From an optimization exercise on the open Yosys and OpenROAD flow, aimed at small area; shortcuts taken in it are not production practice.
In this exercise RTL edits were held to simulation tests only and were not proved equivalent to the original.
Power figures rest on the tool's default switching activity, not on a simulated workload.

--- config.mk ---
export PLATFORM = sky130hd
export DESIGN_NAME = robinsun_core
export DESIGN_NICKNAME = robinsun_core
export VERILOG_FILES = /design/flow/design.v
export SDC_FILE = /design/flow/constraint.sdc
export NUM_CORES = 4
export LEC_CHECK = 0
export CAP_MARGIN = 20
export CORE_MARGIN = 2
export CORE_UTILIZATION = 40
export PLACE_DENSITY = 0.6
export SLEW_MARGIN = 20
--- design.v ---
module MySPI (
	input  logic		  theClock, theReset,
	input  logic        MySPI_clk, MySPI_cs, MySPI_sdi,
	output logic  		  MySPI_sdo,
	output logic [7:0]  Config,
	input  logic [7:0]  Status,
	input  logic [15:0] speedR,
	input  logic [15:0] speedL,
	input  logic [15:0] speedOdoR,
	input  logic [15:0] speedOdoL,
	input  logic [15:0] speedB,
	input  logic [15:0] speedFH,
	input  logic [15:0] speedFV,
	input  logic [7:0]  dist1, dist2, dist3, dist4, dist5, dist6,
	input  logic        valid1, valid2, valid3,
	input  logic [15:0] lt24,
	input  logic [15:0] adc,
	output logic [15:0] PICtoFPGA);
logic [3:0]  SPI_clk_sync;         
logic [1:0]  SPI_cs_sync;
logic [4:0]  SPI_counter;          
logic        SPI_write;            
logic        SPI_high;             
logic [6:0]  SPI_address;          
logic [15:0] SPI_data;
wire SPI_CS   = SPI_cs_sync[1];
wire SPI_rise = ~SPI_CS &  SPI_clk_sync[2] & ~SPI_clk_sync[3];
wire SPI_fall = ~SPI_CS & ~SPI_clk_sync[2] &  SPI_clk_sync[3];
wire SPI_data_load   = SPI_fall & (SPI_counter == 5'd16);
wire SPI_data_update = SPI_fall & (SPI_counter == 5'd0) & SPI_write;
function automatic logic addr_is(input logic [6:0] a);
	addr_is = ~SPI_high & (SPI_address == a);
endfunction
assign MySPI_sdo = SPI_data[15];
always_ff @ (posedge theClock)
begin
	SPI_clk_sync <= {SPI_clk_sync[2:0], MySPI_clk};
	SPI_cs_sync  <= {SPI_cs_sync[0], MySPI_cs};
end
always_ff @ (posedge theClock)
begin
	if (SPI_CS) SPI_counter <= 5'd0;
		else if (SPI_rise) SPI_counter <= SPI_counter + 5'd1;
	if (SPI_rise & ~SPI_counter[4])
	begin
		SPI_address <= {SPI_address[5:0], MySPI_sdi};
		if (~SPI_counter[3]) begin
			SPI_write <= SPI_address[6];
			SPI_high  <= 1'b0;
		end else
			SPI_high  <= SPI_high | SPI_address[6];
	end
	if (SPI_rise & SPI_counter[4]) SPI_data <= { SPI_data[14:0], MySPI_sdi };
		else if (SPI_data_load)
		begin
			if (addr_is(7'h00)) SPI_data <= {8'b0, Config};
			if (addr_is(7'h01)) SPI_data <= {8'b0, Status};
			if (addr_is(7'h22)) SPI_data <= speedR;
			if (addr_is(7'h32)) SPI_data <= speedL;
			if (addr_is(7'h26)) SPI_data <= speedOdoR;
			if (addr_is(7'h36)) SPI_data <= speedOdoL;
			if (addr_is(7'h41)) SPI_data <= {valid1 ? dist1 : 8'b0, valid2 ? dist2 : 8'b0};
			if (addr_is(7'h42)) SPI_data <= {valid3 ? dist3 : 8'b0, valid1 ? dist4 : 8'b0};
			if (addr_is(7'h43)) SPI_data <= {valid2 ? dist5 : 8'b0, valid3 ? dist6 : 8'b0};
			if (addr_is(7'h50)) SPI_data <= speedB;
			if (addr_is(7'h52)) SPI_data <= speedFH;
			if (addr_is(7'h54)) SPI_data <= speedFV;
			if (addr_is(7'h12)) SPI_data <= lt24;
			if (addr_is(7'h19)) SPI_data <= adc;
			if (addr_is(7'h10)) SPI_data <= PICtoFPGA;
		end
	if (theReset) PICtoFPGA[15] <= 1'b0;
		else if (SPI_data_load) PICtoFPGA[15] <= addr_is(7'h50);
	if (theReset) Config <= 8'h00;
		else if (SPI_data_update & addr_is(7'h00)) Config <= SPI_data[7:0];
	if (theReset) PICtoFPGA[14:0] <= 15'h00;
		else if (SPI_data_update & addr_is(7'h10)) PICtoFPGA[14:0] <= SPI_data[14:0];
end
endmodule
module sonars(
input  logic        clk, reset,
input  logic [5:0]  S,             
output logic [5:0]  T,             
output logic [7:0]  D1, D2, D3, D4, D5, D6,    
output logic        V1, V2, V3);   
logic [19:0] delay;                
logic [1:0]  active;               
logic        wrapped;              
logic        trig;                 
logic        first;                
wire windowEnd = &{delay[19], delay[18], delay[16], delay[14], delay[13], delay[12],
                   delay[10], delay[9], delay[7], delay[6], delay[5]};
wire trigEnd   = &{delay[7], delay[5], delay[4], delay[3], delay[2]};
wire loadHi    = (delay[19:8] == 12'h027);
wire load      = loadHi & (first ? (delay[7:0] == 8'h10) : (delay[7:0] == 8'hCD));
assign first = (active == 2'd0) & ~wrapped;
assign V1 = ~first;
assign V2 = wrapped | active[1];
assign V3 = wrapped;
wire [2:0] t = {trig & active[1], trig & active[0], trig & ~active[1] & ~active[0]};
assign T = {t, t};
always_ff @(posedge clk, posedge reset)
	if (reset) begin
		delay   <= 20'b0;
		active  <= 2'b0;
		wrapped <= 1'b0;
		trig    <= 1'b0;
	end else if (windowEnd) begin
		delay   <= 20'b0;
		active  <= active[1] ? 2'd0 : active + 2'd1;
		wrapped <= wrapped | active[1];
		trig    <= 1'b1;
	end else begin
		delay   <= delay + 20'd1;
		if (trigEnd) trig <= 1'b0;
	end
sonar_bank front(.clk(clk), .load(load), .windowEnd(windowEnd), .active(active),
                 .S(S[2:0]), .D1(D1), .D2(D2), .D3(D3));
sonar_bank back (.clk(clk), .load(load), .windowEnd(windowEnd), .active(active),
                 .S(S[5:3]), .D1(D4), .D2(D5), .D3(D6));
endmodule
module sonar_bank(
input  logic       clk, load, windowEnd,
input  logic [1:0] active,
input  logic [2:0] S,
output logic [7:0] D1, D2, D3);
logic [11:0] r;
logic [7:0]  q;
wire echo = active[1] ? S[2] : (active[0] ? S[1] : S[0]);
wire rMax = &{r[11], r[9], r[8], r[6], r[5], r[4], r[3], r[2]};
always_ff @(posedge clk)
begin
	if (load) begin
		q <= 8'd3;                  
		r <= 12'd1178;
	end else if (echo) begin
		if (rMax) begin
			r <= 12'd0;
			q <= q + 8'd1;
		end else
			r <= r + 12'd1;
	end
	if (windowEnd) begin
		if (active == 2'd0) D1 <= q;
		if (active == 2'd1) D2 <= q;
		if (active[1])      D3 <= q;
	end
end
endmodule
module robinsun_core(
	input  logic        clk,           
	input  logic        rst,           
	input  logic        spi_sck,
	input  logic        spi_cs_n,
	input  logic        spi_sdi,
	output logic        spi_sdo,
	input  logic [5:0]  sonar_echo,    
	output logic [5:0]  sonar_trig,    
	input  logic [1:0]  key,
	input  logic [3:0]  sw,
	input  logic        start_n,       
	input  logic [5:0]  mot_pins,      
	input  logic [15:0] speed_r,
	input  logic [15:0] speed_l,
	input  logic [15:0] speed_odo_r,
	input  logic [15:0] speed_odo_l,
	input  logic [15:0] speed_b,
	input  logic [15:0] speed_fh,
	input  logic [15:0] speed_fv,
	input  logic [15:0] cpu_signal,    
	input  logic [15:0] adc,
	output logic [7:0]  config_reg,    
	output logic [15:0] pic_to_fpga,   
	output logic        parasol);
logic START;
logic [5:0] StatusBits;
assign START = ~start_n;
always @ (posedge clk)
	StatusBits <= {sw, key};
logic [7:0] dist1, dist2, dist3, dist4, dist5, dist6;
logic       valid1, valid2, valid3;
sonars sonars_instance(.clk(clk), .reset(rst), .S(sonar_echo), .T(sonar_trig),
                       .D1(dist1), .D2(dist2), .D3(dist3), .D4(dist4), .D5(dist5), .D6(dist6),
                       .V1(valid1), .V2(valid2), .V3(valid3));
MySPI MySPI_instance(
	.theClock(clk),           .theReset(rst),
	.MySPI_clk(spi_sck),      .MySPI_cs(spi_cs_n), .MySPI_sdi(spi_sdi), .MySPI_sdo(spi_sdo),
	.Config(config_reg),      .Status({StatusBits[5:2], 2'b00, StatusBits[1:0]}),
	.speedR(speed_r),
	.speedL(speed_l),
	.speedOdoR(speed_odo_r),
	.speedOdoL(speed_odo_l),
	.speedB(speed_b),
	.speedFH(speed_fh),
	.speedFV(speed_fv),
	.dist1(dist1), .dist2(dist2), .dist3(dist3), .dist4(dist4), .dist5(dist5), .dist6(dist6),
	.valid1(valid1), .valid2(valid2), .valid3(valid3),
	.lt24({START, mot_pins, cpu_signal[8:0]}),
	.adc(adc),
	.PICtoFPGA(pic_to_fpga));
logic [21:0] parasoltimer;         
wire parasolRun  = pic_to_fpga[0] || cpu_signal == 16'd41;
wire parasolDone = &{parasoltimer[21], parasoltimer[18], parasoltimer[17], parasoltimer[13],
                     parasoltimer[10], parasoltimer[8], parasoltimer[7], parasoltimer[5]};
always_ff @(posedge clk, posedge rst)
begin
	if(rst)
		parasoltimer <= 22'b0;
	else
	if(parasolRun && !parasolDone)
		parasoltimer <= parasoltimer + 1'b1;
end
always_ff @(posedge clk)
	parasol <= (parasoltimer[21:1] != 21'd0) && parasolRun && !parasolDone;
endmodule
--- run.sh ---
#!/bin/bash
# synth_recipe.tcl (not shown) runs the flow's synth.tcl, then flattens the netlist and writes it again
# the make line also repeats each setting of config.mk as NAME=value (left out here)
make -C /OpenROAD-flow-scripts/flow DESIGN_CONFIG=/design/flow/config.mk WORK_HOME=/design/flow/orfs CLKGATE_MAP_FILE= SYNTH_SCRIPT=/design/flow/synth_recipe.tcl finish
--- constraint.sdc ---
create_clock -name core_clock -period 20.0 [get_ports {clk}]
set_input_delay 4.0000 -clock core_clock [delete_from_list [all_inputs] [get_ports {clk}]]
set_output_delay 4.0000 -clock core_clock [all_outputs]
set_load 0.01 [all_outputs]
==> impl_metrics.env, run 1 <==
export IMPL_finalHoldViolations=0
export IMPL_yosysSeqAreaShare_pct=48.2
export IMPL_finClkSkew_ns=0.0127
export IMPL_ys_ff_latch=201
export IMPL_place_congestion=0.917
export IMPL_relSlewSlack_pct=25.3
export IMPL_cts_resized=0
export IMPL_clk_latency_ns=0.52
export IMPL_post_route_period_util_pct=30.0
export IMPL_post_place_ws_ns=13.51
export IMPL_fp_coreArea_sq_um=25300
export IMPL_rsz0062_at_grt="no"
export IMPL_ant_nets=0
export IMPL_port_buffers=199
export IMPL_synth_top_area_share_pct=21.2
export IMPL_synth_edf_count=73
export IMPL_setup_viol=0
export IMPL_hpwl_mm=25.3
export IMPL_cts_sinks=201
export IMPL_die_h_microns=165
export IMPL_cts_htree_levels=1
export IMPL_drt_iter0_drc=931
export IMPL_rows=58
export IMPL_synth_area_leaders="edfxtp_1, dfxtp_1, dfrtp_1, nor2_1, xor2_1"
export IMPL_gr_total_overflow=0
export IMPL_drive_gt1_share_pct=8.02
export IMPL_nFillCells=2324
export IMPL_drv_slew=0
export IMPL_p_per_area_nw_per_um2=74.3
export IMPL_post_route_min_period_ns=6.00
export IMPL_area_growth_pct=29.9
export IMPL_worstSetupPathType="flop to output port"
export IMPL_grt_antenna_before_repair=0
export IMPL_synth_area_sq_um=10300
export IMPL_syn_inst=1039
export IMPL_path_delay_family="flip-flops"
export IMPL_io_pins=200
export IMPL_synth_distinct_cells=82
export IMPL_dieArea_sq_um=27100
export IMPL_synth_flop_cell="dfxtp_1"
export IMPL_endpoint_kind="output port"
export IMPL_min_path_type="flop to flop"
export IMPL_die_w_microns=165
export IMPL_clk_root_buffer_cell="clkbuf_16"
export IMPL_cts_hold_buf=0
export IMPL_cts_tree="yes"
export IMPL_track_usage_pct=24.8
export IMPL_drc=0
export IMPL_clockBufferDepth=3
export IMPL_regArea_sq_um=4980
export IMPL_via_per_inst=5.77
export IMPL_slowest_stage="dfrtp_1"
export IMPL_critPathArrivalTime_ns=2.00
export IMPL_syn_avg_cell_area_sq_um=9.95
export IMPL_grt_pass1_vias=8462
export IMPL_worst_path_max_fanout=13
export IMPL_fin_nets=1394
export IMPL_start_util_pct=40.9
export IMPL_synthArstFlopShare_pct=22.9
export IMPL_tightest_slew_ns=1.11
export IMPL_p_leak_uw=0.00476
export IMPL_ir_drop_uv=68.4
export IMPL_critical_path_required_ns=16.00
export IMPL_clkTransAtPathRegs_ns=0.06
export IMPL_critPathMaxStageDelay_ns=0.64
export IMPL_max_freq_mhz=167
export IMPL_fin_tns_setup_ns=0
export IMPL_syn_nets=1215
export IMPL_drtPass1Iterations=6
export IMPL_worst_slack_ns=14.00
export IMPL_cts_setup_buffers=0
export IMPL_worstPathCellList="and2_1, clkdlybuf4s50_1"
export IMPL_vias=9030
export IMPL_wl_per_cell_microns=21.8
export IMPL_numCtsBuffers=23
export IMPL_synth_largest_area_cell="edfxtp_1"
export IMPL_grt_pass1_wl_mm=51.1
export IMPL_grt_max_degree=50
export IMPL_outcome="finished clean"
export IMPL_start_kind="flop"
export IMPL_ys_warn_count=4
export IMPL_multi_input_area_sq_um=5040
export IMPL_drv_cap=0
export IMPL_drt_wl_total_mm=34.2
export IMPL_worst_path_buf_inv=1
per-layer routing:
metal / global-route usage [%] / vias to the layer above / share of wire, %
met4: 8.10 / 0 / 3.2
met1: 36.0 / 4323 / 44
li1: - / 4235 / -
met3: 3.42 / 65 / 7.8
met5: 0 / - / 0
met2: 38.1 / 407 / 45
cell families (layout without fill, tap and decap cells):
group / after synthesis / in the layout / share of synthesized area [%]
AOI/OAI and AO/OA: 228 / 228 / 15.2
xor gates and xnor gates: 70 / 70 / 5.93
adders and majority gates: 8 / 8 / 0.969
buffers and inverters: 75 / 271 / 3.29
DFF: 201 / 201 / 48.2
muxes: 40 / 40 / 4.99
other: 0 / 1 / 0
and+or+nand+nor: 417 / 417 / 21.4
per-stage QoR:
step | area [sq um] | hold slack (ns) | util [%] | total power, uW | std cells
after floorplan | 10300 | 0.310 | - | 513 | 1039
after global placement | 12600 | 0.313 | 49.8 | 561 | 1521
after detailed placement | 12600 | 0.312 | 49.8 | 562 | 1521
after CTS | 13400 | 0.342 | 53.0 | 1000 | 1563
after global routing | 13400 | 0.351 | 53.1 | 1040 | 1565
final | 13400 | 0.336 | 53.1 | 997 | 1566
cell usage in the layout, fill, tap and decap left out, types with 36 or more instances in the layout:
cell,count
clkdlybuf4s50_1,199
nor2_1,123
dfxtp_1,82
nand2_1,75
edfxtp_1,73
a21oi_1,57
dfrtp_1,46
nand3_1,45
o21ai_0,40
xor2_1,36
state kept, by name, summed over array words and instances, names as in the netlist, 12 cells and up:
name / count
parasoltimer: 22
sonars_instance.delay: 20
MySPI_instance.PICtoFPGA: 16
sonars_instance.back.r: 12
sonars_instance.front.r: 12
MySPI_instance.SPI_data: 16
where the power goes:
part           total (uW)  switching, uW  internal, uW
clock network         443            172           271
registers             463           19.6           444
logic                90.9           36.4          54.5
total                 997            228           769
worst paths after layout:
kind	start	end	slack [ns]	cells past startpoint
min reg2reg	MySPI_instance.SPI_clk_sync[0]$_DFF_P_	MySPI_instance.SPI_clk_sync[1]$_DFF_P_	0.34	0
min	MySPI_instance.SPI_clk_sync[0]$_DFF_P_	MySPI_instance.SPI_clk_sync[1]$_DFF_P_	0.34	0
max in group asynchronous	rst	parasoltimer[15]$_DFFE_PP0P_	15.28	3
max	sonars_instance.active[1]$_DFFE_PP0P_	sonar_trig[2]	14.00	2
min in group asynchronous	rst	sonars_instance.wrapped$_DFFE_PP0P_	4.22	3
max reg2reg	MySPI_instance.SPI_address[0]$_DFFE_PP_	MySPI_instance.SPI_data[8]$_DFFE_PP_	16.69	6
synthesized netlist by cell type, types with 6 or more instances:
master and n:
o21ai_0 41, nand2b_1 9, a32oi_1 7, a221oi_1 9, or3_1 12, a22oi_1 21
o21a_1 12, nor4_1 18, mux2i_1 29, edfxtp_1 73, nand4_1 26, clkbuf_1 32
a21oi_1 57, ha_1 8, a22o_1 7, nand3b_1 6, nor2b_1 8, and3_1 14
o221ai_1 6, nor3_1 23, dfxtp_1 82, xor2_1 36, dfrtp_1 46, xnor2_1 34
a211oi_1 6, o211ai_1 7, nor2_1 123, mux4_2 9, inv_1 13, and4_1 10
nand2_1 75, nand3_1 45, a221o_1 9, buf_2 20
layout make-up:
cell class,count,area share (%)
multi-input combinational,763,37.6
clock inverter,12,1.15
tap,330,3.08
antenna,1,0.0186
clock buffer,30,4.87
sequential,201,37.1
timing repair buffer,216,15.8
inverter,13,0.373
==> inputs of run 2 (changes only) <==
--- a/design.v
+++ b/design.v
@@ -4,5 +4,5 @@
 	output logic  		  MySPI_sdo,
 	output logic [7:0]  Config,
-	input  logic [7:0]  Status,
+	input  logic [7:0]  Status,        
 	input  logic [15:0] speedR,
 	input  logic [15:0] speedL,
@@ -24,12 +24,14 @@
 logic [6:0]  SPI_address;          
 logic [15:0] SPI_data;
+function automatic logic addr_is(input logic [6:0] a);
+	addr_is = ~SPI_high & (SPI_address == a);
+endfunction
 wire SPI_CS   = SPI_cs_sync[1];
 wire SPI_rise = ~SPI_CS &  SPI_clk_sync[2] & ~SPI_clk_sync[3];
 wire SPI_fall = ~SPI_CS & ~SPI_clk_sync[2] &  SPI_clk_sync[3];
+wire SPI_prefall = ~SPI_CS & ~SPI_clk_sync[1] & SPI_clk_sync[2];
 wire SPI_data_load   = SPI_fall & (SPI_counter == 5'd16);
+wire SPI_status_load = SPI_prefall & (SPI_counter == 5'd16) & addr_is(7'h01);
 wire SPI_data_update = SPI_fall & (SPI_counter == 5'd0) & SPI_write;
-function automatic logic addr_is(input logic [6:0] a);
-	addr_is = ~SPI_high & (SPI_address == a);
-endfunction
 assign MySPI_sdo = SPI_data[15];
 always_ff @ (posedge theClock)
@@ -52,8 +54,8 @@
 	end
 	if (SPI_rise & SPI_counter[4]) SPI_data <= { SPI_data[14:0], MySPI_sdi };
+		else if (SPI_status_load) SPI_data <= {8'b0, Status};
 		else if (SPI_data_load)
 		begin
 			if (addr_is(7'h00)) SPI_data <= {8'b0, Config};
-			if (addr_is(7'h01)) SPI_data <= {8'b0, Status};
 			if (addr_is(7'h22)) SPI_data <= speedR;
 			if (addr_is(7'h32)) SPI_data <= speedL;
@@ -89,9 +91,10 @@
 logic        trig;                 
 logic        first;                
-wire windowEnd = &{delay[19], delay[18], delay[16], delay[14], delay[13], delay[12],
-                   delay[10], delay[9], delay[7], delay[6], delay[5]};
-wire trigEnd   = &{delay[7], delay[5], delay[4], delay[3], delay[2]};
-wire loadHi    = (delay[19:8] == 12'h027);
-wire load      = loadHi & (first ? (delay[7:0] == 8'h10) : (delay[7:0] == 8'hCD));
+localparam logic [19:0] WSTART = 20'h9CA43;
+wire windowEnd = (delay & 20'hDFFFF) == (20'h4E521 & 20'hDFFFF);    
+wire trigEnd   = (delay & 20'h7E080) == (20'hA74A3 & 20'h7E080);
+wire load      = first ? ((delay & 20'hFFEFB) == (20'hF2E58 & 20'hFFEFB))
+                       : ((delay & 20'hFF7FF) == (20'hEF7E1 & 20'hFF7FF));
+wire feedback  = delay[19] ^ delay[2] ^ windowEnd;
 assign first = (active == 2'd0) & ~wrapped;
 assign V1 = ~first;
@@ -102,16 +105,15 @@
 always_ff @(posedge clk, posedge reset)
 	if (reset) begin
-		delay   <= 20'b0;
+		delay   <= WSTART;
 		active  <= 2'b0;
 		wrapped <= 1'b0;
 		trig    <= 1'b0;
-	end else if (windowEnd) begin
-		delay   <= 20'b0;
-		active  <= active[1] ? 2'd0 : active + 2'd1;
-		wrapped <= wrapped | active[1];
-		trig    <= 1'b1;
 	end else begin
-		delay   <= delay + 20'd1;
-		if (trigEnd) trig <= 1'b0;
+		delay   <= {delay[18:0], feedback};
+		if (windowEnd) begin
+			active  <= active[1] ? 2'd0 : active + 2'd1;
+			wrapped <= wrapped | active[1];
+			trig    <= 1'b1;
+		end else if (trigEnd) trig <= 1'b0;
 	end
 sonar_bank front(.clk(clk), .load(load), .windowEnd(windowEnd), .active(active),
@@ -174,8 +176,5 @@
 	output logic        parasol);
 logic START;
-logic [5:0] StatusBits;
 assign START = ~start_n;
-always @ (posedge clk)
-	StatusBits <= {sw, key};
 logic [7:0] dist1, dist2, dist3, dist4, dist5, dist6;
 logic       valid1, valid2, valid3;
@@ -186,5 +185,5 @@
 	.theClock(clk),           .theReset(rst),
 	.MySPI_clk(spi_sck),      .MySPI_cs(spi_cs_n), .MySPI_sdi(spi_sdi), .MySPI_sdo(spi_sdo),
-	.Config(config_reg),      .Status({StatusBits[5:2], 2'b00, StatusBits[1:0]}),
+	.Config(config_reg),      .Status({sw, 2'b00, key}),
 	.speedR(speed_r),
 	.speedL(speed_l),
==> flow/run.sh (new file) <==
#!/bin/bash
# Own layout flow: the standard layout (standard.sh, ORFS) with three changes:
#  - synthesis maps the logic with an area-oriented abc script (flow/area.abc) instead of
#    ORFS's speed script; everything else in the synthesis, flip-flops included, is the standard flow's
#  - the port buffers are the smallest buffer, buf_1
#  - clock tree synthesis adds no dummy loads
# Each tool's output stays in orfs/logs; make's own output goes to flow_make.log.
set -euo pipefail
W=$(pwd)
F=$W/flow
{ head -n 1 synth_recipe.tcl; sed "s#@ABC_SCRIPT@#$F/area.abc#" "$F/abc_override.tcl"; tail -n +2 synth_recipe.tcl; } > "$W/own_synth.tcl"
bash standard.sh "SYNTH_SCRIPT=$W/own_synth.tcl" \
  "BUFFER_PORTS_ARGS=-buffer_cell sky130_fd_sc_hd__buf_1" \
  "CTS_ARGS=-sink_clustering_enable -repair_clock_nets -dont_use_dummy_load" \
  finish > "$W/flow_make.log" 2>&1
==> flow/abc_override.tcl (new file) <==
# abc with an area-oriented script of its own in place of ORFS's speed script
# (which buffers and upsizes for timing the 20 ns clock does not need).
# Only the combinational logic changes: flip-flops are mapped before abc.
proc abc {args} {
  set i [lsearch -exact $args -script]
  if { $i >= 0 } { set args [lreplace $args $i [expr {$i + 1}]] }
  set i [lsearch -exact $args -constr]
  if { $i >= 0 } { set args [lreplace $args $i [expr {$i + 1}]] }
  yosys abc -script @ABC_SCRIPT@ {*}$args
}
==> flow/area.abc (new file) <==
strash
&get -n
&fraig -x
&put
scorr
dc2
strash
strash
&get -n
&dch -f
&nf
&put
strash
&get -n
&dch -f
&nf
&put
strash
&get -n
&dch -f
&nf
&put
strash
&get -n
&dch -f
&nf
&put
strash
&get -n
&dch -f
&nf
&put
strash
&get -n
&dch -f
&nf
&put
strash
&get -n
&dch -f
&nf
&put
strash
&get -n
&dch -f
&nf
&put
==> standard.sh (new file) <==
#!/bin/bash
# synth_recipe.tcl (not shown) runs the flow's synth.tcl, then flattens the netlist and writes it again
# the make line also repeats each setting of config.mk as NAME=value (left out here)
make -C /OpenROAD-flow-scripts/flow DESIGN_CONFIG=/design/flow/config.mk WORK_HOME=/design/flow/orfs CLKGATE_MAP_FILE= SYNTH_SCRIPT=/design/flow/synth_recipe.tcl "${@:-finish}"
removed: run.sh
==> run 2 against run 1 <==
  * Non-clock buffer count down 6
  * Maximum frequency down 11%
  * Register-to-register slack got worse by 0.71 ns
  * Clock skew grew 0.014 ns
  * Largest power group unchanged
==> impl_metrics.env, run 2 <==
export IMPL_synth_distinct_cells=50
export IMPL_reg2reg_depth=12
export IMPL_fin_nets=1240
export IMPL_cts_sinks=195
export IMPL_largest_reg_flops=22
export IMPL_endpoint_kind="flop"
export IMPL_holdPathStages=0
export IMPL_ant_nets=0
export IMPL_io_pins=200
export IMPL_syn_avg_cell_area_sq_um=10.4
export IMPL_worst_slack_ns=13.22
export IMPL_clockBufferDepth=2
export IMPL_synth_area_leaders="edfxtp_1, dfxtp_1, dfrtp_1, a21oi_1, nand2_1"
export IMPL_max_freq_mhz=148
export IMPL_relSlewSlack_pct=36.0
export IMPL_post_route_util_pct=48.6
export IMPL_post_route_min_period_ns=6.78
export IMPL_busiest_layer="met2"
export IMPL_cts_hold_buf=0
export IMPL_synth_top_area_share_pct=25.2
export IMPL_synthArstFlopShare_pct=23.6
export IMPL_track_usage_pct=23.4
export IMPL_worstPathCellList="buf_1, nor3_1, and3_1, a41oi_1, a31oi_1, nand4_1, or2_0, nor2_1, nand3_1, nor2_1, and3_1, and3_1, xor2_1"
export IMPL_grt_pass1_wl_mm=39.8
export IMPL_final_common_cell="buf_1"
export IMPL_syn_nets=1014
export IMPL_fin_tns_setup_ns=0
export IMPL_synth_largest_area_cell="edfxtp_1"
export IMPL_ys_warn_count=4
export IMPL_largestRegisters="parasoltimer (22), sonars_instance.delay (20)"
export IMPL_drtPass1Iterations=8
export IMPL_nFillCells=1994
export IMPL_clk_latency_ns=0.44
export IMPL_regToRegStartpoint="MySPI_instance.SPI_address[0]$_DFFE_PP_"
export IMPL_cts_htree_levels=4
export IMPL_hold_end="MySPI_instance.SPI_cs_sync[1]$_DFF_P_"
export IMPL_drive_gt1_share_pct=3.67
export IMPL_cts_resized=0
export IMPL_syn_inst=839
export IMPL_critPathArrivalTime_ns=7.12
export IMPL_diodes=0
export IMPL_final_cell_mix="buf_1, a21oi_1, nand2_1"
export IMPL_port_buffers=199
export IMPL_post_place_ws_ns=12.79
export IMPL_slowest_stage="a31oi_1"
export IMPL_setup_viol=0
export IMPL_cts_setup_buffers=0
export IMPL_ir_drop_uv=60.5
export IMPL_synth_flop_cell="dfxtp_1"
export IMPL_finClkSkew_ns=0.0263
export IMPL_rows=53
export IMPL_synth_area_sq_um=8690
export IMPL_drv_slew=0
export IMPL_place_congestion=0.915
export IMPL_p_per_area_nw_per_um2=76.1
export IMPL_drc=0
export IMPL_drt_wl_total_mm=27.2
export IMPL_tightest_slew_ns=0.957
export IMPL_dieArea_sq_um=22900
export IMPL_grt_pass1_vias=7106
export IMPL_finalHoldViolations=0
export IMPL_clkTransAtPathRegs_ns=0.07
export IMPL_via_per_inst=5.83
export IMPL_start_util_pct=41.1
export IMPL_worstSetupPathType="input port to flop"
export IMPL_worst_path_max_fanout=7
export IMPL_critical_path_required_ns=20.35
export IMPL_cts_tree="yes"
export IMPL_grt_max_degree=47
export IMPL_grtUsageMet2_pct=38.6
export IMPL_hold_path_startpoint="MySPI_instance.SPI_cs_sync[0]$_DFF_P_"
export IMPL_drt_iter0_drc=490
export IMPL_outcome="finished clean"
export IMPL_die_h_microns=151
export IMPL_rsz0062_at_grt="no"
export IMPL_vias=7797
export IMPL_top_register="parasoltimer"
export IMPL_met1_usage_pct=29.8
export IMPL_p_leak_uw=0.00382
export IMPL_grt_use_met3_pct=5.33
export IMPL_yosys_top_cells_count="a21oi_1, nand2_1, dfxtp_1"
export IMPL_area_growth_pct=18.3
export IMPL_min_path_type="flop to flop"
export IMPL_clk_root_buffer_cell="clkbuf_16"
export IMPL_grt_antenna_before_repair=0
export IMPL_wl_per_cell_microns=20.3
export IMPL_synth_edf_count=73
export IMPL_hpwl_mm=20.3
export IMPL_drv_cap=0
export IMPL_die_w_microns=151
export IMPL_fp_coreArea_sq_um=21200
export IMPL_start_kind="input port"
export IMPL_post_route_period_util_pct=33.9
export IMPL_yosysSeqAreaShare_pct=56.1
export IMPL_worst_path_buf_inv=1
export IMPL_r2r_end="MySPI_instance.SPI_data[1]$_DFFE_PP_"
export IMPL_numCtsBuffers=17
export IMPL_crit_path_frequent_cell="and3_1"
export IMPL_yosysMostFrequentCell="a21oi_1"
export IMPL_gr_total_overflow=0
export IMPL_path_delay_family="simple AND/OR/NAND/NOR gates"
export IMPL_r2r_setup_slack_ns=15.98
export IMPL_critPathMaxStageDelay_ns=0.54
export IMPL_ys_ff_latch=195
## run 2: changes by cell type after synthesis, moves of 26 or more
cell,previous run,this run
nor2_1,123,58
a21oi_1,57,109
clkbuf_1,32,0
and3_1,14,41
nand3_1,45,18
xor2_1,36,10
## run 2: how the worst max path moves through the flow
stage              startpoint                           end  slack [ns]  cells past startpoint
2_1_floorplan  cpu_signal[13]  parasoltimer[19]$_DFFE_PP0P_       13.62                     12
3_3_place_gp   cpu_signal[11]  parasoltimer[19]$_DFFE_PP0P_       12.93                     13
3_5_place_dp   cpu_signal[11]  parasoltimer[19]$_DFFE_PP0P_       12.79                     13
4_1_cts        cpu_signal[11]  parasoltimer[19]$_DFFE_PP0P_       13.22                     13
5_1_grt        cpu_signal[11]  parasoltimer[20]$_DFFE_PP0P_       12.94                     12
6_report       cpu_signal[11]  parasoltimer[19]$_DFFE_PP0P_       13.22                     13
## run 2: kinds of logic after synthesis
logic type | share of synthesized area, %
compound gates | 19.4
xor+xnor | 2.12
fa+ha+maj | 1.01
buf+inv | 0.691
flops | 56.1
mux | 2.35
simple gates | 18.4
## run 2: final cells by class
class / instances / area (sq um) / share of cell area, %
Inverter: 10 / 37.5 / 0.365
Multi-Input combinational cell: 631 / 3770 / 36.7
Tap cell: 275 / 344 / 3.35
Timing Repair Buffer: 210 / 830 / 8.07
Clock buffer: 17 / 425 / 4.14
Sequential cell: 195 / 4880 / 47.4
## run 2: report_power, final
part	total (uW)	internal [uW]	leakage (uW)	switching, uW
Sequential	453	432	0.00185	21.3
Clock	276	148	0.000209	128
Combinational	53.1	26.6	0.00175	26.5
Total	782	606	0.00382	176
## run 2: metrics by stage
stage	total power, uW	hold WS, ns	std cells	area [sq um]
2_1_floorplan	488	0.310	839	8690
3_3_place_gp	512	0.310	1320	9840
3_5_place_dp	514	0.313	1320	9840
4_1_cts	788	0.331	1337	10300
5_1_grt	814	0.338	1338	10300
6_report	782	0.330	1338	10300
## run 2: worst register-to-register path, cell delays in order, from the launching register on
cell,delay [ns]
edfxtp_1,0.63
nor4b_2,0.70
nand3_1,0.39
o22ai_1,0.39
a21oi_1,0.10
o21ai_0,0.26
a21oi_1,0.10
a211oi_1,0.56
o21ai_0,0.19
o211ai_1,0.11
nand2_1,0.08
o21ai_0,0.08
a21oi_1,0.12
## run 2: routing by layer
layer	routed length, microns	vias to the layer above	share of wire (%)
met5	0	-	0
met4	895	0	3.3
met2	12900	323	47
met3	2320	59	8.5
met1	11100	3680	41
li1	-	3735	-
==> inputs of run 3 (changes only) <==
--- a/design.v
+++ b/design.v
@@ -34,4 +34,34 @@
 wire SPI_status_load = SPI_prefall & (SPI_counter == 5'd16) & addr_is(7'h01);
 wire SPI_data_update = SPI_fall & (SPI_counter == 5'd0) & SPI_write;
+wire [6:0] adr = SPI_address;
+wire selConfig = ~adr[6] & ~adr[5] & ~adr[4] & ~adr[0];  
+wire selStatus = ~adr[6] & ~adr[3] & adr[0];             
+wire selP2F    = ~adr[6] & adr[4] & ~adr[1] & ~adr[0];   
+wire selLt24   = ~adr[6] & ~adr[5] & adr[4] & adr[1];    
+wire selAdc    =  adr[3];                                
+wire selR      =  adr[5] & ~adr[4] & ~adr[2];            
+wire selOdoR   =  adr[5] & ~adr[4] & adr[2];             
+wire selL      =  adr[5] & adr[4] & ~adr[2];             
+wire selOdoL   =  adr[5] & adr[4] & adr[2];              
+wire selS12    =  adr[6] & ~adr[1] & adr[0];             
+wire selS34    =  adr[6] & ~adr[4] & adr[1] & ~adr[0];   
+wire selS56    =  adr[1] & adr[0];                       
+wire selB      =  adr[6] & adr[4] & ~adr[2] & ~adr[1];   
+wire selFH     =  adr[6] & adr[4] & adr[1];              
+wire selFV     =  adr[6] & adr[2];                       
+wire SPI_mapped = addr_is(7'h00) | addr_is(7'h01) | addr_is(7'h10) | addr_is(7'h12) |
+                  addr_is(7'h19) | addr_is(7'h22) | addr_is(7'h26) | addr_is(7'h32) |
+                  addr_is(7'h36) | addr_is(7'h41) | addr_is(7'h42) | addr_is(7'h43) |
+                  addr_is(7'h50) | addr_is(7'h52) | addr_is(7'h54);
+wire [15:0] SPI_load_value =
+	({16{selConfig}} & {8'b0, Config})  | ({16{selStatus}} & {8'b0, Status}) |
+	({16{selP2F}}    & PICtoFPGA)       | ({16{selLt24}}   & lt24)           |
+	({16{selAdc}}    & adc)             | ({16{selR}}      & speedR)         |
+	({16{selOdoR}}   & speedOdoR)       | ({16{selL}}      & speedL)         |
+	({16{selOdoL}}   & speedOdoL)       | ({16{selB}}      & speedB)         |
+	({16{selFH}}     & speedFH)         | ({16{selFV}}     & speedFV)        |
+	{{8{selS12 & valid1}} & dist1, {8{selS12 & valid2}} & dist2} |
+	{{8{selS34 & valid3}} & dist3, {8{selS34 & valid1}} & dist4} |
+	{{8{selS56 & valid2}} & dist5, {8{selS56 & valid3}} & dist6};
 assign MySPI_sdo = SPI_data[15];
 always_ff @ (posedge theClock)
@@ -54,22 +84,5 @@
 	end
 	if (SPI_rise & SPI_counter[4]) SPI_data <= { SPI_data[14:0], MySPI_sdi };
-		else if (SPI_status_load) SPI_data <= {8'b0, Status};
-		else if (SPI_data_load)
-		begin
-			if (addr_is(7'h00)) SPI_data <= {8'b0, Config};
-			if (addr_is(7'h22)) SPI_data <= speedR;
-			if (addr_is(7'h32)) SPI_data <= speedL;
-			if (addr_is(7'h26)) SPI_data <= speedOdoR;
-			if (addr_is(7'h36)) SPI_data <= speedOdoL;
-			if (addr_is(7'h41)) SPI_data <= {valid1 ? dist1 : 8'b0, valid2 ? dist2 : 8'b0};
-			if (addr_is(7'h42)) SPI_data <= {valid3 ? dist3 : 8'b0, valid1 ? dist4 : 8'b0};
-			if (addr_is(7'h43)) SPI_data <= {valid2 ? dist5 : 8'b0, valid3 ? dist6 : 8'b0};
-			if (addr_is(7'h50)) SPI_data <= speedB;
-			if (addr_is(7'h52)) SPI_data <= speedFH;
-			if (addr_is(7'h54)) SPI_data <= speedFV;
-			if (addr_is(7'h12)) SPI_data <= lt24;
-			if (addr_is(7'h19)) SPI_data <= adc;
-			if (addr_is(7'h10)) SPI_data <= PICtoFPGA;
-		end
+		else if (SPI_status_load | (SPI_data_load & SPI_mapped & ~addr_is(7'h01))) SPI_data <= SPI_load_value;
 	if (theReset) PICtoFPGA[15] <= 1'b0;
 		else if (SPI_data_load) PICtoFPGA[15] <= addr_is(7'h50);
@@ -127,19 +140,18 @@
 input  logic [2:0] S,
 output logic [7:0] D1, D2, D3);
+localparam logic [11:0] RLOAD = 12'hC05;    
 logic [11:0] r;
 logic [7:0]  q;
 wire echo = active[1] ? S[2] : (active[0] ? S[1] : S[0]);
-wire rMax = &{r[11], r[9], r[8], r[6], r[5], r[4], r[3], r[2]};
+wire rMax = (r & 12'hEFB) == (12'hE6C & 12'hEFB);
+wire feedback = r[11] ^ r[0] ^ rMax;
 always_ff @(posedge clk)
 begin
 	if (load) begin
 		q <= 8'd3;                  
-		r <= 12'd1178;
+		r <= RLOAD;
 	end else if (echo) begin
-		if (rMax) begin
-			r <= 12'd0;
-			q <= q + 8'd1;
-		end else
-			r <= r + 12'd1;
+		r <= {r[10:0], feedback};
+		if (rMax) q <= q + 8'd1;
 	end
 	if (windowEnd) begin
@@ -198,8 +210,7 @@
 	.adc(adc),
 	.PICtoFPGA(pic_to_fpga));
-logic [21:0] parasoltimer;         
+logic [21:0] parasoltimer;
 wire parasolRun  = pic_to_fpga[0] || cpu_signal == 16'd41;
-wire parasolDone = &{parasoltimer[21], parasoltimer[18], parasoltimer[17], parasoltimer[13],
-                     parasoltimer[10], parasoltimer[8], parasoltimer[7], parasoltimer[5]};
+wire parasolDone = (parasoltimer & 22'h3E7FBF) == (22'h378139 & 22'h3E7FBF);
 always_ff @(posedge clk, posedge rst)
 begin
@@ -208,5 +219,5 @@
 	else
 	if(parasolRun && !parasolDone)
-		parasoltimer <= parasoltimer + 1'b1;
+		parasoltimer <= {parasoltimer[20:0], ~(parasoltimer[21] ^ parasoltimer[20])};
 end
 always_ff @(posedge clk)
==> run 3 against run 2 <==
  * First-iteration DRC count rose by 31%
  * Non-clock buffer count grew 4
  * Sequential power up 4%
  * Critical path type unchanged
  * Clock skew up 0.0047 ns
  * Synthesized cell count down 19%
  * Count of clock-buffer cells in the layout stayed put
  * Sequential share of layout area rose by 2.2 points
  * Wire length decreased by 9.4%
  * Clock power about the same
  * Maximum frequency increased by 18%
  * Sequential cell count did not move
==> impl_metrics.env, run 3 <==
export IMPL_relSlewSlack_pct=31.4
export IMPL_clk_latency_ns=0.43
export IMPL_grt_max_degree=47
export IMPL_synth_top_family_by_area="compound AO/OA/AOI/OAI gates"
export IMPL_drt_wl_total_mm=24.7
export IMPL_drt_iter0_drc=640
export IMPL_endpoint_kind="flop"
export IMPL_drc=0
export IMPL_fin_nets=1084
export IMPL_clockBufferDepth=2
export IMPL_synthXorXnorAreaFrac_pct=0.857
export IMPL_worst_path_max_fanout=25
export IMPL_wl_per_cell_microns=20.9
export IMPL_synth_area_sq_um=8180
export IMPL_synth_distinct_cells=51
export IMPL_worstSetupPathType="input port to flop"
export IMPL_ant_nets=0
export IMPL_place_congestion=0.811
export IMPL_cts_resized=0
export IMPL_ir_drop_uv=60.7
export IMPL_critical_path_required_ns=20.30
export IMPL_outcome="finished clean"
export IMPL_setup_viol=0
export IMPL_cts_hold_buf=0
export IMPL_min_path_type="flop to flop"
export IMPL_drv_slew=0
export IMPL_post_route_util_pct=48.7
export IMPL_synth_largest_area_cell="edfxtp_1"
export IMPL_final_common_cell="buf_1"
export IMPL_cts_setup_buffers=0
export IMPL_synth_flop_cell="dfxtp_1"
export IMPL_drtPass1Iterations=6
export IMPL_synth_edf_count=73
export IMPL_synthAdderAreaFrac_pct=0.612
export IMPL_post_route_min_period_ns=5.76
export IMPL_dieArea_sq_um=21600
export IMPL_syn_avg_cell_area_sq_um=12.0
export IMPL_die_h_microns=147
export IMPL_worst_path_buf_inv=1
export IMPL_fin_tns_setup_ns=0
export IMPL_ys_warn_count=4
export IMPL_holdPathStages=0
export IMPL_synth_top_area_share_pct=26.8
export IMPL_top_register="parasoltimer"
export IMPL_yosys_top_cells_count="dfxtp_1, nor2_1, edfxtp_1"
export IMPL_yosysSeqAreaShare_pct=59.6
export IMPL_clk_root_buffer_cell="clkbuf_16"
export IMPL_startpoint="cpu_signal[10]"
export IMPL_grt_pass1_wl_mm=37.0
export IMPL_critPathArrivalTime_ns=6.06
export IMPL_synth_compound_area_share_pct=15.1
export IMPL_synthMuxAreaShare_pct=8.11
export IMPL_regToRegStartpoint="MySPI_instance.SPI_address[4]$_DFFE_PP_"
export IMPL_drv_cap=0
export IMPL_worstPathCellList="buf_1, nor4b_1, nand4_1, o21bai_1, o21ai_4, mux2_1"
export IMPL_cts_sinks=195
export IMPL_grt_pass1_vias=6494
export IMPL_area_growth_pct=20.2
export IMPL_hold_path_startpoint="MySPI_instance.SPI_cs_sync[0]$_DFF_P_"
export IMPL_p_per_area_nw_per_um2=83.1
export IMPL_syn_nets=854
export IMPL_gr_total_overflow=0
export IMPL_fp_coreArea_sq_um=20200
export IMPL_path_depth=6
export IMPL_finClkSkew_ns=0.0310
export IMPL_syn_inst=682
export IMPL_die_w_microns=147
export IMPL_track_usage_pct=22.5
export IMPL_vias=6841
export IMPL_start_util_pct=40.5
export IMPL_clkTransAtPathRegs_ns=0.06
export IMPL_finalHoldViolations=0
export IMPL_numCtsBuffers=17
export IMPL_post_route_period_util_pct=28.8
export IMPL_grt_antenna_before_repair=0
export IMPL_reg2reg_depth=6
export IMPL_largest_reg_flops=22
export IMPL_p_leak_uw=0.00356
export IMPL_cts_htree_levels=4
export IMPL_port_buffers=199
export IMPL_rsz0062_at_grt="no"
export IMPL_largestRegisters="parasoltimer (22), sonars_instance.delay (20)"
export IMPL_synthArstFlopShare_pct=23.6
export IMPL_cts_tree="yes"
export IMPL_tightest_slew_ns=1.03
export IMPL_ys_ff_latch=195
export IMPL_hpwl_mm=17.7
export IMPL_critPathMaxStageDelay_ns=0.69
export IMPL_synth_area_leaders="edfxtp_1, dfxtp_1, dfrtp_1, mux2i_1, a222oi_1"
export IMPL_max_freq_mhz=174
export IMPL_slowest_stage="nor4b_1"
export IMPL_drive_gt1_share_pct=5.38
export IMPL_synthSimpleGateAreaFrac_pct=14.9
export IMPL_rows=52
export IMPL_path_delay_family="simple AND/OR/NAND/NOR gates"
export IMPL_io_pins=200
export IMPL_via_per_inst=5.79
export IMPL_start_kind="input port"
export IMPL_final_cell_mix="buf_1, dfxtp_1, nor2_1"
run 3: cell count changes after synthesis, sizes merged, moves of 11 or more:
cell	change
nor3	-11
nor2	+18
a222oi	+24
o21ai	-32
mux2	+15
and3	-26
mux2i	+29
nand2	-47
a22oi	+19
a21oi	-88
run 3: area by class of cell:
cell class,instances,area [sq um]
timing repair buffer,214,860
tap,270,338
inverter,11,41.3
antenna,1,2.50
fill,1904,10300
multi-input combinational,473,3290
sequential,195,4880
clock buffer,17,425
run 3: metrics by stage:
stage / setup slack, ns / area [sq um] / cells / total power (uW) / hold slack, ns
6_report: 14.24 / 9830 / 1181 / 817 / 0.331
2_1_floorplan: 13.94 / 8180 / 682 / 517 / 0.310
3_5_place_dp: 13.77 / 9390 / 1163 / 549 / 0.313
4_1_cts: 14.22 / 9820 / 1180 / 823 / 0.332
3_3_place_gp: 13.81 / 9390 / 1163 / 548 / 0.315
5_1_grt: 14.16 / 9830 / 1180 / 852 / 0.337
run 3: logic make-up (layout without fill, tap and decap cells):
kind of cell / Yosys count / in the layout
xor+xnor: 8 / 8
flops: 195 / 195
simple gates: 241 / 241
compound gates: 156 / 156
other cells: 0 / 1
mux: 64 / 64
buf+inv: 14 / 242
fa+ha+maj: 4 / 4
run 3: final timing paths:
kind	to	slack, ns
max	parasoltimer[2]$_DFFE_PP0P_	14.24
min	MySPI_instance.SPI_cs_sync[1]$_DFF_P_	0.33
max reg2reg	MySPI_instance.Config[1]$_SDFFE_PP0P_	17.34
min reg2reg	MySPI_instance.SPI_cs_sync[1]$_DFF_P_	0.33
max in group asynchronous	sonars_instance.delay[13]$_DFF_PP0_	15.60
min in group asynchronous	sonars_instance.delay[3]$_DFF_PP0_	4.00
run 3: layer usage:
metal	up-vias	track usage, %	share of wire (%)
met5	-	0	0
met4	0	7.40	2.0
met3	35	4.38	7.4
met2	298	36.5	47
met1	3320	30.7	43
li1	3188	-	-
run 3: power by group:
| group | total, uW | internal, uW | leakage, uW | switching (uW) |
|---|---|---|---|---|
| clock | 275 | 148 | 0.000209 | 127 |
| combinational | 70.7 | 35.9 | 0.00148 | 34.8 |
| sequential | 471 | 444 | 0.00187 | 26.5 |
==> inputs of run 4 (changes only) <==
--- a/flow/run.sh
+++ b/flow/run.sh
@@ -4,5 +4,5 @@
 #    ORFS's speed script; everything else in the synthesis, flip-flops included, is the standard flow's
 #  - the port buffers are the smallest buffer, buf_1
-#  - clock tree synthesis adds no dummy loads
+#  - clock tree synthesis builds the tree of clkbuf_8 cells only and adds no dummy loads
 # Each tool's output stays in orfs/logs; make's own output goes to flow_make.log.
 set -euo pipefail
@@ -12,4 +12,4 @@
 bash standard.sh "SYNTH_SCRIPT=$W/own_synth.tcl" \
   "BUFFER_PORTS_ARGS=-buffer_cell sky130_fd_sc_hd__buf_1" \
-  "CTS_ARGS=-sink_clustering_enable -repair_clock_nets -dont_use_dummy_load" \
+  "CTS_ARGS=-sink_clustering_enable -repair_clock_nets -dont_use_dummy_load -buf_list sky130_fd_sc_hd__clkbuf_8" \
   finish > "$W/flow_make.log" 2>&1
--- a/config.mk
+++ b/config.mk
@@ -8,5 +8,5 @@
 export CAP_MARGIN = 20
 export CORE_MARGIN = 2
-export CORE_UTILIZATION = 40
-export PLACE_DENSITY = 0.6
+export CORE_UTILIZATION = 60
+export PLACE_DENSITY = 0.7
 export SLEW_MARGIN = 20
==> run 4 against run 3 <==
  * Still clean on timing, DRC and antenna
  * Combinational power rose by 1%
  * Wire length fell by 3.5%
  * Clock power fell by 31%
  * Core utilization rose by 23 points
  * Clock skew fell by 0.0034 ns
  * Global-route usage rose by 10 points
  * First-iteration DRC count rose by 18%
  * Worst hold slack got worse by 0.0014 ns
  * Critical path depth rose by 1
  * Total power fell by 10%
  * Cell count fell by 8.2%
  * Sequential power barely moved
  * Highest routed layer unchanged
==> impl_metrics.env, run 4 <==
export IMPL_worst_slack_ns=14.48
export IMPL_power_frac_clock_pct=26.1
export IMPL_grt_max_degree=47
export IMPL_syn_nets=854
export IMPL_start_util_pct=61.5
export IMPL_rsz0062_at_grt="no"
export IMPL_endpoint_kind="flop"
export IMPL_rows=42
export IMPL_reg2reg_depth=6
export IMPL_clk_latency_ns=0.46
export IMPL_r2r_end="MySPI_instance.Config[7]$_SDFFE_PP0P_"
export IMPL_final_common_cell="buf_1"
export IMPL_drv_cap=0
export IMPL_largestRegisters="parasoltimer (22), sonars_instance.delay (20)"
export IMPL_power_frac_seq_pct=64.2
export IMPL_place_congestion=0.889
export IMPL_area_growth_pct=16.1
export IMPL_finalHoldViolations=0
export IMPL_synth_distinct_cells=51
export IMPL_cts_sinks=195
export IMPL_top_register="parasoltimer"
export IMPL_worstPathCellList="buf_1, and3b_1, a221o_1, and4_1, and4_1, a31oi_1, a211oi_1"
export IMPL_dp_cells=1067
export IMPL_ant_nets=0
export IMPL_worstSetupPathType="input port to flop"
export IMPL_drt_iter0_drc=758
export IMPL_cts_hold_buf=0
export IMPL_max_freq_mhz=181
export IMPL_grt_antenna_before_repair=0
export IMPL_setup_viol=0
export IMPL_via_per_inst=6.54
export IMPL_post_place_ws_ns=14.03
export IMPL_cts_htree_levels=4
export IMPL_startpoint="sonar_echo[4]"
export IMPL_synthArstFlopShare_pct=23.6
export IMPL_fin_tns_setup_ns=0
export IMPL_cts_resized=0
export IMPL_ys_warn_count=4
export IMPL_post_dp_cell_area_sq_um=9260
export IMPL_ys_ff_latch=195
export IMPL_hpwl_mm=17.2
export IMPL_start_kind="input port"
export IMPL_worst_path_max_fanout=13
export IMPL_regToRegStartpoint="MySPI_instance.SPI_address[4]$_DFFE_PP_"
export IMPL_drtPass1Iterations=7
export IMPL_clkTransAtPathRegs_ns=0.09
export IMPL_drc=0
export IMPL_power_frac_comb_pct=9.7
export IMPL_worst_path_buf_inv=1
export IMPL_yosysSeqAreaShare_pct=59.6
export IMPL_crit_path_frequent_cell="and4_1"
export IMPL_cts_tree="yes"
export IMPL_synth_largest_area_cell="edfxtp_1"
export IMPL_slowest_stage="a221o_1"
export IMPL_io_pins=200
export IMPL_path_delay_family="simple AND/OR/NAND/NOR gates"
export IMPL_synth_top_area_share_pct=26.8
export IMPL_design_area_sq_um=9500
export IMPL_critical_path_required_ns=20.38
export IMPL_synth_area_sq_um=8180
export IMPL_largest_reg_flops=22
export IMPL_p_leak_uw=0.00346
export IMPL_outcome="finished clean"
export IMPL_drv_slew=0
export IMPL_track_usage_pct=32.8
export IMPL_layout_cells_non_filler=1084
export IMPL_vias=7093
export IMPL_tightest_slew_ns=1.23
export IMPL_post_route_min_period_ns=5.52
export IMPL_p_per_area_nw_per_um2=77.3
export IMPL_grt_pass1_vias=6769
export IMPL_syn_inst=682
export IMPL_final_cell_mix="buf_1, dfxtp_1, nor2_1"
export IMPL_finClkSkew_ns=0.0276
export IMPL_diodes=0
export IMPL_grt_pass1_wl_mm=36.1
export IMPL_path_depth=7
export IMPL_fp_coreArea_sq_um=13300
export IMPL_numCtsBuffers=17
export IMPL_gr_total_overflow=0
export IMPL_critPathArrivalTime_ns=5.90
export IMPL_p_sw_uw=179
export IMPL_drive_gt1_share_pct=5.18
export IMPL_synth_area_leaders="edfxtp_1, dfxtp_1, dfrtp_1, mux2i_1, a222oi_1"
export IMPL_syn_avg_cell_area_sq_um=12.0
export IMPL_die_w_microns=121
export IMPL_port_buffers=199
export IMPL_wl_per_cell_microns=21.9
export IMPL_clk_root_buffer_cell="clkbuf_8"
export IMPL_yosys_top_cells_count="dfxtp_1, nor2_1, edfxtp_1"
export IMPL_dieArea_sq_um=14600
export IMPL_drt_wl_total_mm=23.8
export IMPL_hold_path_startpoint="MySPI_instance.SPI_clk_sync[0]$_DFF_P_"
export IMPL_switching_share_pct=24.4
export IMPL_fin_nets=1082
export IMPL_synth_edf_count=73
export IMPL_min_path_type="flop to flop"
export IMPL_relSlewSlack_pct=17.8
export IMPL_clockBufferDepth=2
export IMPL_die_h_microns=121
export IMPL_internal_power_uw=555
export IMPL_critPathCapture="sonars_instance.back.q[5]$_SDFFE_PP0P_"
export IMPL_post_route_period_util_pct=27.6
export IMPL_synth_flop_cell="dfxtp_1"
export IMPL_r2r_setup_slack_ns=17.36
export IMPL_ir_drop_uv=71.5
export IMPL_critPathMaxStageDelay_ns=0.53
export IMPL_cts_setup_buffers=0
run 4: cell counts after synthesis:
No cell type changed its count.
run 4: worst min-delay path by stage:
stage	end	slack [ns]	cells past startpoint
after global routing	MySPI_instance.SPI_clk_sync[1]$_DFF_P_	0.34	0
after floorplan	MySPI_instance.SPI_clk_sync[1]$_DFF_P_	0.31	0
after CTS	MySPI_instance.SPI_clk_sync[1]$_DFF_P_	0.33	0
final	MySPI_instance.SPI_clk_sync[1]$_DFF_P_	0.33	0
after global placement	MySPI_instance.SPI_cs_sync[1]$_DFF_P_	0.31	0
after detailed placement	MySPI_instance.SPI_clk_sync[1]$_DFF_P_	0.31	0
run 4: final cells by class:
class / count / area, sq um
flip-flops and latches: 195 / 4880
well taps: 176 / 220
multi-input cells: 473 / 3280
clock buffers: 17 / 234
inverters: 11 / 41.3
repair buffers: 212 / 845
fillers: 1017 / 3800
run 4: logic make-up (layout without fill, tap and decap cells):
| family | count (synthesis) | after routing | synth area share [%] |
|---|---|---|---|
| fa+ha+maj | 4 | 4 | 0.612 |
| flops | 195 | 195 | 59.6 |
| mux | 64 | 64 | 8.11 |
| buf+inv | 14 | 240 | 0.780 |
| xor+xnor | 8 | 8 | 0.857 |
| compound gates | 156 | 156 | 15.1 |
| simple gates | 241 | 241 | 14.9 |
run 4: per-layer routing:
metal | share of wire (%) | vias up | track usage [%]
met3 | 8.3 | 64 | 6.84
met4 | 3.5 | 0 | 14.9
met2 | 48 | 426 | 54.1
met5 | 0 | - | 0
li1 | - | 3180 | -
met1 | 40 | 3423 | 41.7
run 4: per-stage QoR:
stage / util, % / hold slack [ns] / power, uW
2_1_floorplan: - / 0.310 / 517
3_3_place_gp: 69.6 / 0.310 / 544
3_5_place_dp: 69.6 / 0.312 / 551
4_1_cts: 71.4 / 0.329 / 736
5_1_grt: 71.4 / 0.338 / 764
6_report: 71.4 / 0.329 / 734
run 4: power groups by stage:
stage	logic, uW	registers [uW]	clock network (uW)
floorplan	46.7	470	0
global placement	68.0	477	0
finish	71.5	471	191
CTS	71.6	471	193
global route	80.5	476	208
detailed placement	71.3	479	0
==> inputs of run 5 (changes only) <==
--- a/design.v
+++ b/design.v
@@ -34,4 +34,5 @@
 wire SPI_status_load = SPI_prefall & (SPI_counter == 5'd16) & addr_is(7'h01);
 wire SPI_data_update = SPI_fall & (SPI_counter == 5'd0) & SPI_write;
+wire SPI_data_shift  = SPI_rise & SPI_counter[4];
 wire [6:0] adr = SPI_address;
 wire selConfig = ~adr[6] & ~adr[5] & ~adr[4] & ~adr[0];  
@@ -54,14 +55,30 @@
                   addr_is(7'h36) | addr_is(7'h41) | addr_is(7'h42) | addr_is(7'h43) |
                   addr_is(7'h50) | addr_is(7'h52) | addr_is(7'h54);
-wire [15:0] SPI_load_value =
-	({16{selConfig}} & {8'b0, Config})  | ({16{selStatus}} & {8'b0, Status}) |
-	({16{selP2F}}    & PICtoFPGA)       | ({16{selLt24}}   & lt24)           |
-	({16{selAdc}}    & adc)             | ({16{selR}}      & speedR)         |
-	({16{selOdoR}}   & speedOdoR)       | ({16{selL}}      & speedL)         |
-	({16{selOdoL}}   & speedOdoL)       | ({16{selB}}      & speedB)         |
-	({16{selFH}}     & speedFH)         | ({16{selFV}}     & speedFV)        |
-	{{8{selS12 & valid1}} & dist1, {8{selS12 & valid2}} & dist2} |
-	{{8{selS34 & valid3}} & dist3, {8{selS34 & valid1}} & dist4} |
-	{{8{selS56 & valid2}} & dist5, {8{selS56 & valid3}} & dist6};
+wire ldConfig = SPI_clk_sync[3] & selConfig;
+wire ldStatus = SPI_clk_sync[3] & selStatus;
+wire ldP2F    = SPI_clk_sync[3] & selP2F;
+wire ldLt24   = SPI_clk_sync[3] & selLt24;
+wire ldAdc    = SPI_clk_sync[3] & selAdc;
+wire ldR      = SPI_clk_sync[3] & selR;
+wire ldOdoR   = SPI_clk_sync[3] & selOdoR;
+wire ldL      = SPI_clk_sync[3] & selL;
+wire ldOdoL   = SPI_clk_sync[3] & selOdoL;
+wire ldS12    = SPI_clk_sync[3] & selS12;
+wire ldS34    = SPI_clk_sync[3] & selS34;
+wire ldS56    = SPI_clk_sync[3] & selS56;
+wire ldB      = SPI_clk_sync[3] & selB;
+wire ldFH     = SPI_clk_sync[3] & selFH;
+wire ldFV     = SPI_clk_sync[3] & selFV;
+wire [15:0] SPI_data_next =
+	({16{SPI_data_shift}} & {SPI_data[14:0], MySPI_sdi}) |
+	({16{ldConfig}} & {8'b0, Config})  | ({16{ldStatus}} & {8'b0, Status}) |
+	({16{ldP2F}}    & PICtoFPGA)       | ({16{ldLt24}}   & lt24)           |
+	({16{ldAdc}}    & adc)             | ({16{ldR}}      & speedR)         |
+	({16{ldOdoR}}   & speedOdoR)       | ({16{ldL}}      & speedL)         |
+	({16{ldOdoL}}   & speedOdoL)       | ({16{ldB}}      & speedB)         |
+	({16{ldFH}}     & speedFH)         | ({16{ldFV}}     & speedFV)        |
+	{{8{ldS12 & valid1}} & dist1, {8{ldS12 & valid2}} & dist2} |
+	{{8{ldS34 & valid3}} & dist3, {8{ldS34 & valid1}} & dist4} |
+	{{8{ldS56 & valid2}} & dist5, {8{ldS56 & valid3}} & dist6};
 assign MySPI_sdo = SPI_data[15];
 always_ff @ (posedge theClock)
@@ -83,6 +100,6 @@
 			SPI_high  <= SPI_high | SPI_address[6];
 	end
-	if (SPI_rise & SPI_counter[4]) SPI_data <= { SPI_data[14:0], MySPI_sdi };
-		else if (SPI_status_load | (SPI_data_load & SPI_mapped & ~addr_is(7'h01))) SPI_data <= SPI_load_value;
+	if (SPI_data_shift | SPI_status_load | (SPI_data_load & SPI_mapped & ~addr_is(7'h01)))
+		SPI_data <= SPI_data_next;
 	if (theReset) PICtoFPGA[15] <= 1'b0;
 		else if (SPI_data_load) PICtoFPGA[15] <= addr_is(7'h50);
==> run 5 against run 4 <==
  * Synthesized cell count decreased by 0.29%
  * Still clean
  * Sequential share of layout area is 0.15 points higher
  * Global-route usage grew 0.26 points
  * Count of clock-buffer cells in the layout is the same
  * Sequential power decreased by 1%
  * First-iteration DRC count fell by 3.3%
  * Maximum frequency decreased by 0.95%
  * Combinational power decreased by 4.3%
==> impl_metrics.env, run 5 <==
export IMPL_clk_latency_ns=0.46
export IMPL_max_freq_mhz=179
export IMPL_slowest_stage="dfrtp_1"
export IMPL_die_w_microns=120
export IMPL_worst_slack_ns=14.43
export IMPL_drv_slew=0
export IMPL_hold_ws_ns=0.331
export IMPL_cts_tree="yes"
export IMPL_rsz0062_at_grt="no"
export IMPL_r2r_end="MySPI_instance.SPI_data[6]$_DFFE_PP_"
export IMPL_port_buffers=199
export IMPL_post_place_ws_ns=14.03
export IMPL_worstSetupPathType="flop to output port"
export IMPL_drc=0
export IMPL_relSlewSlack_pct=17.0
export IMPL_synth_area_leaders="edfxtp_1, dfxtp_1, dfrtp_1, a222oi_1, mux2i_1"
export IMPL_ys_warn_count=4
export IMPL_synth_flop_cell="dfxtp_1"
export IMPL_regToRegStartpoint="MySPI_instance.SPI_clk_sync[3]$_DFF_P_"
export IMPL_r2r_setup_slack_ns=17.01
export IMPL_io_pins=200
export IMPL_hpwl_mm=17.1
export IMPL_p_leak_uw=0.00361
export IMPL_drt_wl_total_mm=23.9
export IMPL_grt_max_degree=55
export IMPL_wl_per_cell_microns=22.0
export IMPL_syn_inst=680
export IMPL_post_route_period_util_pct=27.9
export IMPL_fin_nets=1082
export IMPL_synth_top_area_share_pct=27.0
export IMPL_drive_gt1_share_pct=5.62
export IMPL_post_route_util_pct=71.5
export IMPL_critical_path_required_ns=16.00
export IMPL_top_register="parasoltimer"
export IMPL_fp_coreArea_sq_um=13200
export IMPL_yosys_top_cells_count="dfxtp_1, edfxtp_1, nor2_1"
export IMPL_via_per_inst=6.60
export IMPL_clockBufferDepth=2
export IMPL_reg2reg_depth=3
export IMPL_syn_nets=852
export IMPL_worst_path_max_fanout=12
export IMPL_worstPathCellList="nor2_1, and2_0, buf_1"
export IMPL_endpoint_kind="output port"
export IMPL_die_h_microns=120
export IMPL_yosysSeqAreaShare_pct=60.1
export IMPL_start_kind="flop"
export IMPL_holdPathStages=0
export IMPL_hold_path_startpoint="MySPI_instance.SPI_clk_sync[0]$_DFF_P_"
export IMPL_clkTransAtPathRegs_ns=0.09
export IMPL_place_congestion=0.958
export IMPL_synthArstFlopShare_pct=23.6
export IMPL_yosysMostFrequentCell="dfxtp_1"
export IMPL_cts_resized=0
export IMPL_outcome="finished clean"
export IMPL_path_delay_family="flip-flops"
export IMPL_rows=42
export IMPL_cts_htree_levels=4
export IMPL_setup_viol=0
export IMPL_synth_distinct_cells=52
export IMPL_cts_hold_buf=0
export IMPL_largestRegisters="parasoltimer (22), sonars_instance.delay (20)"
export IMPL_numCtsBuffers=17
export IMPL_syn_avg_cell_area_sq_um=11.9
export IMPL_grt_antenna_before_repair=0
export IMPL_ant_nets=0
export IMPL_ir_drop_uv=60.4
export IMPL_grt_pass1_vias=6896
export IMPL_drv_cap=0
export IMPL_cts_sinks=195
export IMPL_largest_reg_flops=22
export IMPL_p_per_area_nw_per_um2=76.5
export IMPL_synth_edf_count=73
export IMPL_synth_area_sq_um=8110
export IMPL_post_route_min_period_ns=5.57
export IMPL_finClkSkew_ns=0.0272
export IMPL_start_util_pct=61.2
export IMPL_ys_ff_latch=195
export IMPL_track_usage_pct=33.0
export IMPL_min_path_type="flop to flop"
export IMPL_area_growth_pct=16.8
export IMPL_final_cell_mix="buf_1, dfxtp_1, edfxtp_1"
export IMPL_diodes=0
export IMPL_final_common_cell="buf_1"
export IMPL_vias=7158
export IMPL_total_power_uw=724
export IMPL_critPathMaxStageDelay_ns=0.55
export IMPL_critPathArrivalTime_ns=1.57
export IMPL_hold_end="MySPI_instance.SPI_clk_sync[1]$_DFF_P_"
export IMPL_tightest_slew_ns=1.23
export IMPL_finalHoldViolations=0
export IMPL_drtPass1Iterations=8
export IMPL_drt_iter0_drc=733
export IMPL_dieArea_sq_um=14500
export IMPL_grt_pass1_wl_mm=36.3
export IMPL_fin_tns_setup_ns=0
export IMPL_clk_root_buffer_cell="clkbuf_8"
export IMPL_synth_largest_area_cell="edfxtp_1"
export IMPL_gr_total_overflow=0
export IMPL_worst_path_buf_inv=1
export IMPL_cts_setup_buffers=0
[run 5: worst register-to-register path, cell delays in order (launching register included)]
cell,delay [ns]
dfxtp_1,0.44
nor3b_1,0.53
and2_1,0.79
a31o_1,0.83
[run 5: final cells by class]
type | count | area, sq um
flip-flops and latches | 195 | 4880
fillers | 1015 | 3770
multi-input cells | 474 | 3240
repair buffers | 214 | 867
clock buffers | 17 | 234
well taps | 176 | 220
inverters | 8 | 31.3
[run 5: worst max path at each step]
stage	slack, ns	end	startpoint	depth (start not counted)
floorplan	14.05	parasoltimer[10]$_DFFE_PP0P_	cpu_signal[13]	5
global placement	14.16	sonars_instance.front.q[7]$_SDFFE_PP0P_	sonar_echo[1]	7
detailed placement	14.03	sonars_instance.front.q[6]$_SDFFE_PP0P_	sonar_echo[1]	7
CTS	14.40	sonar_trig[0]	sonars_instance.active[1]$_DFFE_PP0P_	3
global route	14.33	sonar_trig[0]	sonars_instance.active[1]$_DFFE_PP0P_	3
finish	14.43	sonar_trig[0]	sonars_instance.active[1]$_DFFE_PP0P_	3
[run 5: per-layer routing]
metal / share of wire (%) / global-route usage (%) / routed length [microns]
met4: 3.5 / 15.7 / 826
met5: 0 / 0 / 0
met2: 48 / 53.9 / 11500
met3: 10 / 7.41 / 2470
met1: 38 / 42.0 / 9050
[run 5: power breakdown]
part / internal [uW] / leakage (uW) / total [uW] / switching, uW
Sequential: 442 / 0.00189 / 466 / 24.6
Clock: 75.3 / 0.000122 / 189 / 114
Combinational: 33.9 / 0.00159 / 68.4 / 34.5
[run 5: cell families (layout without fill, tap and decap cells)]
| family | after synthesis | count (layout) | synth area share, % |
|---|---|---|---|
| AO/OA/AOI/OAI | 163 | 163 | 15.8 |
| XOR/XNOR | 4 | 4 | 0.432 |
| adder cells (fa/ha/maj) | 4 | 4 | 0.617 |
| buffers and inverters | 11 | 239 | 0.648 |
| flip-flops | 195 | 195 | 60.1 |
| multiplexers | 53 | 53 | 6.87 |
| AND/OR/NAND/NOR | 250 | 250 | 15.5 |
[run 5: stage by stage]
step / instances / instance area (sq um)
2_1_floorplan: 680 / 8110
5_1_grt: 1084 / 9470
4_1_cts: 1083 / 9440
3_5_place_dp: 1066 / 9210
3_3_place_gp: 1066 / 9200
6_report: 1084 / 9470

==> static timing again, ports no longer ideal <==
The flow's constraints put no driver on any port. The routed layouts listed below were extracted and timed again, unchanged, in two steps. Step 1 assumes that a clkbuf_16 drives the clock port and a buf_2 every other input. Step 2 moves the port delays by t, midway between the first and last clock arrival at a register: inputs arrive t later, outputs are due t later. That takes back most of the time a late clock gives input paths. a / b / c = ideal / step 1 / step 2; a / b = the first two.
run	t (ns)	slack for setup (ns)	worst setup path after step 2	worst register clock-pin slew, ns	cell pins on the clock port's net
run 1	0.567	14.002 / 13.950 / 13.502	input to register	0.07 / 0.07	1
run 2	0.471	13.223 / 13.243 / 12.772	input to register	0.07 / 0.07	1
run 3	0.463	14.241 / 14.263 / 13.801	input to register	0.08 / 0.08	1
run 4	0.487	14.479 / 14.474 / 14.007	input to register	0.10 / 0.10	1
run 5	0.480	14.426 / 14.390 / 14.046	input to register	0.09 / 0.09	1
After both steps every run listed still meets setup and hold. The setup slack of run 1, which loses most, moves by -0.052 ns with the drivers and by -0.500 ns with both steps.
